Source: an optimization exercise on an open RTL-to-GDS flow (aim: low power). Production flows keep margins and buffers that such runs may drop.
In this exercise RTL edits were held to simulation tests only and were not proved equivalent to the original.
The clock input has no modelled driver; a real chip could not lean on it and would need a root buffer or a full tree.

==> job 8087: inputs <==
Design fifo, start of the top module:
module fifo #(
    parameter DATA_WIDTH = 16,
    parameter DEPTH = 64,
    parameter ALMOST_FULL_THRESH = 56,
    parameter ALMOST_EMPTY_THRESH = 8
)(
    input                   clk,
    input                   rst_n,
    input                   wr_en,
    input  [DATA_WIDTH-1:0] wr_data,
    input                   rd_en,
    output [DATA_WIDTH-1:0] rd_data,
    output                  full,
    output                  empty,
    output                  almost_full,
    output                  almost_empty,
    output                  overflow_err,
    output                  underflow_err,
    output [DATA_WIDTH-1:0] fifo_count
);
==> module fifo, before the edit <==
module fifo #(
    parameter DATA_WIDTH = 16,
    parameter DEPTH = 64,
    parameter ALMOST_FULL_THRESH = 56,
    parameter ALMOST_EMPTY_THRESH = 8
)(
    input                   clk,
    input                   rst_n,
    input                   wr_en,
    input  [DATA_WIDTH-1:0] wr_data,
    input                   rd_en,
    output [DATA_WIDTH-1:0] rd_data,
    output                  full,
    output                  empty,
    output                  almost_full,
    output                  almost_empty,
    output                  overflow_err,
    output                  underflow_err,
    output [DATA_WIDTH-1:0] fifo_count
);
    localparam AW = 6;
    reg [DATA_WIDTH-1:0] mem [0:DEPTH-1];
    reg [AW-1:0] wp_r;
    reg [AW-1:0] rp_r;
    reg [AW:0]   cnt_r;
    reg [DATA_WIDTH-1:0] rd_r;
    reg alive;
    reg rd_valid;
    reg overflow_flag, underflow_flag;
    wire [AW:0]   count = cnt_r & {(AW+1){alive}};
    wire [AW-1:0] wp    = wp_r & {AW{alive}};
    wire [AW-1:0] rp    = rp_r;
    assign full         = count[AW];
    assign empty        = (count == 0);
    assign almost_full  = (count >= ALMOST_FULL_THRESH);
    assign almost_empty = (count <= ALMOST_EMPTY_THRESH);
    assign overflow_err = overflow_flag;
    assign underflow_err= underflow_flag;
    assign fifo_count   = {{(DATA_WIDTH-AW-1){1'b0}}, count};
    assign rd_data      = rd_r & {DATA_WIDTH{rd_valid}};
    wire wr_acc = wr_en & ~full;
    wire rd_acc = rd_en & ~empty;
    always @(posedge clk or negedge rst_n) begin
        if (!rst_n) begin
            alive    <= 1'b0;
            rd_valid <= 1'b0;
        end else begin
            alive    <= alive | wr_en | rd_en;
            rd_valid <= rd_valid | rd_acc;
        end
    end
    wire [AW-1:0] wa = {wp[0], wp[1], wp[2], wp[3], wp[4], wp[5]};
    wire [AW-1:0] ra = {rp[0], rp[1], rp[2], rp[3], rp[4], rp[5]};
    always @(posedge clk) begin
        if (wr_acc)
            mem[wa] <= wr_data;
    end
    always @(posedge clk) begin
        if (rd_acc)
            rd_r <= mem[ra];
    end
    wire rp_load = empty & (wr_en | ~alive);
    genvar k;
    generate
        for (k = 0; k < AW; k = k + 1) begin : g_ptr
            wire wtog, rtog;
            if (k == 0) begin : g_c0
                assign wtog = wr_acc;
                assign rtog = rd_acc;
            end else begin : g_ck
                assign wtog = wr_acc & (&wp[k-1:0]);
                assign rtog = rd_acc & (&rp[k-1:0]);
            end
            always @(posedge clk)
                if (!alive || wtog)
                    wp_r[k] <= wp[k] ^ wtog;
            always @(posedge clk)
                if (rp_load)
                    rp_r[k] <= wp[k];
                else if (rtog)
                    rp_r[k] <= ~rp[k];
        end
    endgenerate
    wire inc = wr_acc & ~rd_acc;
    wire dec = rd_acc & ~wr_acc;
    genvar j;
    generate
        for (j = 0; j <= AW; j = j + 1) begin : g_cnt
            wire tog;
            if (j == 0) begin : g_t0
                assign tog = inc | dec;
            end else begin : g_tj
                assign tog = (inc & (&count[j-1:0])) | (dec & ~(|count[j-1:0]));
            end
            always @(posedge clk)
                if (!alive || tog)
                    cnt_r[j] <= count[j] ^ tog;
        end
    endgenerate
    always @(posedge clk or negedge rst_n) begin
        if (!rst_n) begin
            overflow_flag  <= 1'b0;
            underflow_flag <= 1'b0;
        end else begin
            if (wr_en && full)
                overflow_flag <= 1'b1;
            else if (rd_acc)
                overflow_flag <= 1'b0;
            if (rd_en && empty)
                underflow_flag <= 1'b1;
            else if (wr_acc)
                underflow_flag <= 1'b0;
        end
    end
endmodule
export LEC_CHECK = 0
export CAP_MARGIN = 0
export CORE_MARGIN = 2
export CORE_UTILIZATION = 60
export PLACE_DENSITY = 0.8
export SLEW_MARGIN = 0
create_clock -name core_clock -period 3.3 [get_ports {clk}]
standard.sh (not shown) runs the stock make flow with config.mk's settings and CLKGATE_MAP_FILE= SYNTH_SCRIPT=/design/flow/synth_recipe.tcl, a recipe that flattens the netlist after the stock synthesis.
==> flow/flow/run.sh <==
#!/bin/bash
# Standard layout (the standard.sh) with a custom clock tree: ORFS's cts step
# sources flow/custom_cts.tcl (PRE_CTS_TCL), which builds the tree, gives the
# output ports plain buffers instead of delay cells, and stands in for
# repair_clock_inverters and TritonCTS. Everything else is the standard flow.
set -euo pipefail
export PRE_CTS_TCL="$(pwd)/flow/custom_cts.tcl"
export CCTS_CLK=clk
export CCTS_LEVELS="sky130_fd_sc_hd__clkinv_8:33 sky130_fd_sc_hd__clkinv_16:6 sky130_fd_sc_hd__clkbuf_8:3"
export CCTS_OUTBUF=sky130_fd_sc_hd__buf_2
bash standard.sh > standard.log 2>&1
==> flow/flow/custom_cts.tcl <==
# Custom clock tree, sourced by ORFS's cts step (PRE_CTS_TCL) before its calls to
# repair_clock_inverters and clock_tree_synthesis, which it then replaces with
# no-ops.
# CCTS_LEVELS lists, from the flip-flops up, "cell:max_loads" for each level of
# the tree; the last entry repeats until one cell remains, and that cell is the
# only load of the clock port. At each level the loads are split into compact
# groups by recursive balanced bisection of their placement, and each group gets
# one cell at its centre. Inverting levels must come in pairs, so every
# flip-flop sees the clock port's polarity.
# With CCTS_SHRINK set (0..1), each flip-flop group is first pulled towards its
# centre, every flip-flop's offset from the centre scaled by CCTS_SHRINK; the
# cts step's detailed placement then legalises them.
# With CCTS_OUTBUF set, the delay cells the standard flow put on the output
# ports are swapped for that buffer.
set ::ccts_block [ord::get_db_block]
set ::ccts_db [ord::get_db]
set clk_net [$::ccts_block findNet $::env(CCTS_CLK)]

proc ccts_split {items nparts} {
  if {$nparts <= 1} { return [list $items] }
  set xs [lmap it $items {lindex $it 0}]
  set ys [lmap it $items {lindex $it 1}]
  set dx [expr {[tcl::mathfunc::max {*}$xs] - [tcl::mathfunc::min {*}$xs]}]
  set dy [expr {[tcl::mathfunc::max {*}$ys] - [tcl::mathfunc::min {*}$ys]}]
  set key [expr {$dx >= $dy ? 0 : 1}]
  set sorted [lsort -real -index $key $items]
  set na [expr {$nparts / 2}]
  set nb [expr {$nparts - $na}]
  set n [llength $sorted]
  set cut [expr {int(round(double($n) * $na / $nparts))}]
  set a [lrange $sorted 0 [expr {$cut - 1}]]
  set b [lrange $sorted $cut end]
  return [concat [ccts_split $a $na] [ccts_split $b $nb]]
}

proc ccts_center {items} {
  set sx 0.0; set sy 0.0
  foreach it $items { set sx [expr {$sx + [lindex $it 0]}]; set sy [expr {$sy + [lindex $it 1]}] }
  set n [llength $items]
  return [list [expr {int($sx / $n)}] [expr {int($sy / $n)}]]
}

proc ccts_pin {master dir} {
  foreach mt [$master getMTerms] {
    if {[$mt getSigType] ne "SIGNAL"} continue
    if {[$mt getIoType] eq $dir} { return [$mt getName] }
  }
  error "custom cts: no $dir pin on [$master getName]"
}

set ::ccts_count 0
proc ccts_add_cell {level master x y loads} {
  set name "ccts_${level}_$::ccts_count"
  incr ::ccts_count
  set inst [odb::dbInst_create $::ccts_block $master $name]
  set net [odb::dbNet_create $::ccts_block "clknet_$name"]
  $net setSigType CLOCK
  [$inst findITerm [ccts_pin $master OUTPUT]] connect $net
  foreach it $loads {
    set iterm [lindex $it 2]
    $iterm disconnect
    $iterm connect $net
  }
  set w [$master getWidth]
  set h [$master getHeight]
  $inst setLocation [expr {$x - $w / 2}] [expr {$y - $h / 2}]
  $inst setPlacementStatus PLACED
  return [list $x $y [$inst findITerm [ccts_pin $master INPUT]]]
}

set sinks {}
foreach iterm [$clk_net getITerms] {
  set bb [[$iterm getInst] getBBox]
  lappend sinks [list [expr {([$bb xMin] + [$bb xMax]) / 2}] [expr {([$bb yMin] + [$bb yMax]) / 2}] $iterm]
}
puts "custom cts: [llength $sinks] sinks on [$clk_net getName]"

set specs $::env(CCTS_LEVELS)
set level 0
set nodes $sinks
set inversions 0
while {1} {
  set spec [lindex $specs [expr {min($level, [llength $specs] - 1)}]]
  lassign [split $spec :] cell maxn
  set master [$::ccts_db findMaster $cell]
  if {$master eq "NULL" || $master eq ""} { error "custom cts: no cell $cell" }
  set ngroups [expr {int(ceil(double([llength $nodes]) / $maxn))}]
  if {$level >= [llength $specs] - 1 && [llength $nodes] > 1 && $ngroups == 1} { set ngroups 1 }
  set groups [ccts_split $nodes $ngroups]
  set next {}
  foreach g $groups {
    lassign [ccts_center $g] x y
    if {$level == 0 && [info exists ::env(CCTS_SHRINK)]} {
      # pull the group's flip-flops towards its centre (detailed placement
      # legalises them afterwards)
      set a $::env(CCTS_SHRINK)
      foreach it $g {
        set inst [[lindex $it 2] getInst]
        lassign [$inst getLocation] lx ly
        set nx [expr {int($x + $a * ([lindex $it 0] - $x)) - ([lindex $it 0] - $lx)}]
        set ny [expr {int($y + $a * ([lindex $it 1] - $y)) - ([lindex $it 1] - $ly)}]
        $inst setLocation $nx $ny
      }
    }
    lappend next [ccts_add_cell $level $master $x $y $g]
  }
  if {[string match "*inv*" $cell]} { incr inversions }
  puts "custom cts: level $level: [llength $nodes] loads in [llength $groups] groups of $cell"
  set nodes $next
  incr level
  if {[llength $nodes] == 1 && $level >= [llength $specs]} break
}
if {$inversions % 2} { error "custom cts: odd number of inverting levels" }
[lindex $nodes 0 2] connect $clk_net

# Optionally give the output ports faster buffers than the delay cells the
# standard flow's port buffering picked (CCTS_OUTBUF, same function: a buffer).
if {[info exists ::env(CCTS_OUTBUF)]} {
  set outbuf [$::ccts_db findMaster $::env(CCTS_OUTBUF)]
  set nswap 0
  foreach bt [$::ccts_block getBTerms] {
    if {[$bt getIoType] ne "OUTPUT"} continue
    set net [$bt getNet]
    if {$net eq "NULL"} continue
    foreach it [$net getITerms] {
      if {![$it isOutputSignal]} continue
      set inst [$it getInst]
      if {[[$inst getMaster] getName] eq "sky130_fd_sc_hd__clkdlybuf4s50_1"} {
        $inst swapMaster $outbuf
        incr nswap
      }
    }
  }
  puts "custom cts: $nswap output port buffers now [$outbuf getName]"
}

proc ::repair_clock_inverters {args} { puts "custom clock tree: repair_clock_inverters skipped" }
proc ::clock_tree_synthesis {args} { puts "custom clock tree: clock_tree_synthesis skipped" }
==> job 8990: changes against job 8087 <==
--- a/flow/design.v
+++ b/flow/design.v
@@ -32,3 +32,3 @@
     wire [AW-1:0] wp    = wp_r & {AW{alive}};
-    wire [AW-1:0] rp    = rp_r;
+    wire [AW-1:0] rp    = rp_r & {AW{alive}};
     assign full         = count[AW];
==> flow/flow/run.sh (replaced) <==
#!/bin/bash
# Standard layout (the standard.sh) with a custom clock tree: ORFS's cts step
# sources flow/custom_cts.tcl (PRE_CTS_TCL), which pulls each group of flip-flops
# together around its clock driver, builds the tree, gives the output ports
# plain buffers instead of delay cells, and stands in for repair_clock_inverters
# and TritonCTS. Everything else is the standard flow.
set -euo pipefail
export PRE_CTS_TCL="$(pwd)/flow/custom_cts.tcl"
export CCTS_CLK=clk
export CCTS_LEVELS="sky130_fd_sc_hd__clkinv_8:32 sky130_fd_sc_hd__clkinv_16:6 sky130_fd_sc_hd__clkbuf_8:3"
export CCTS_OUTBUF=sky130_fd_sc_hd__buf_2
export CCTS_SHRINK=0.1
bash standard.sh > standard.log 2>&1
--- a/flow/flow/custom_cts.tcl
+++ b/flow/flow/custom_cts.tcl
@@ -9,7 +9,2 @@
 # flip-flop sees the clock port's polarity.
-# With CCTS_SHRINK set (0..1), each flip-flop group is first pulled towards its
-# centre, every flip-flop's offset from the centre scaled by CCTS_SHRINK; the
-# cts step's detailed placement then legalises them.
-# With CCTS_OUTBUF set, the delay cells the standard flow put on the output
-# ports are swapped for that buffer.
 set ::ccts_block [ord::get_db_block]
==> comparison <==
Between job 8087 and job 8990, the lower worst hold slack is in job 8087 (gap 0.00054 ns). In job 8087 the routed wire length is lower than in job 8990, by 27%. Maximum frequency: job 8990 is lower than job 8087 (about 5%). Against job 8087, the synthesized area of job 8990 is larger by 2.5%. Job 8087 passed the timing, design-rule and antenna checks. Job 8990 went through all stages and came out clean.
No run of this note takes its clock network from TritonCTS; it comes from the design's own scripts or RTL.

[port drivers added, routing unchanged]
The flow's constraints put no driver on any port. The routed layouts listed below were extracted and timed again, unchanged, in two steps.
Step 1 (the two cells are an assumption about what drives the block):
set clk [get_ports {clk}]
set_driving_cell -lib_cell sky130_fd_sc_hd__clkbuf_16 $clk
set_driving_cell -lib_cell sky130_fd_sc_hd__buf_2 [delete_from_list [all_inputs] $clk]
Step 2 times the ports against the registers' clock, not the clock port: input delays grow and output delays shrink by t, the midpoint of the rising clock arrivals with the driver on.
a / b / c = ideal / step 1 / step 2; a / b = the first two.
run | shift t [ns] | setup WS [ns] | hold slack, ns | clock arrival spread, ns
job 8087 | 0.831 | 0.220 / 0.220 / 0.153 | 0.077 / 0.065 / 0.556 | 0.037 / 0.037
job 8990 | 0.865 | 0.052 / 0.052 / 0.052 | 0.078 / 0.036 / 0.606 | 0.032 / 0.032
After both steps every run listed still meets setup and hold. The setup slack of job 8087, which loses most, moves by 0.000 ns with the drivers and by -0.067 ns with both steps.
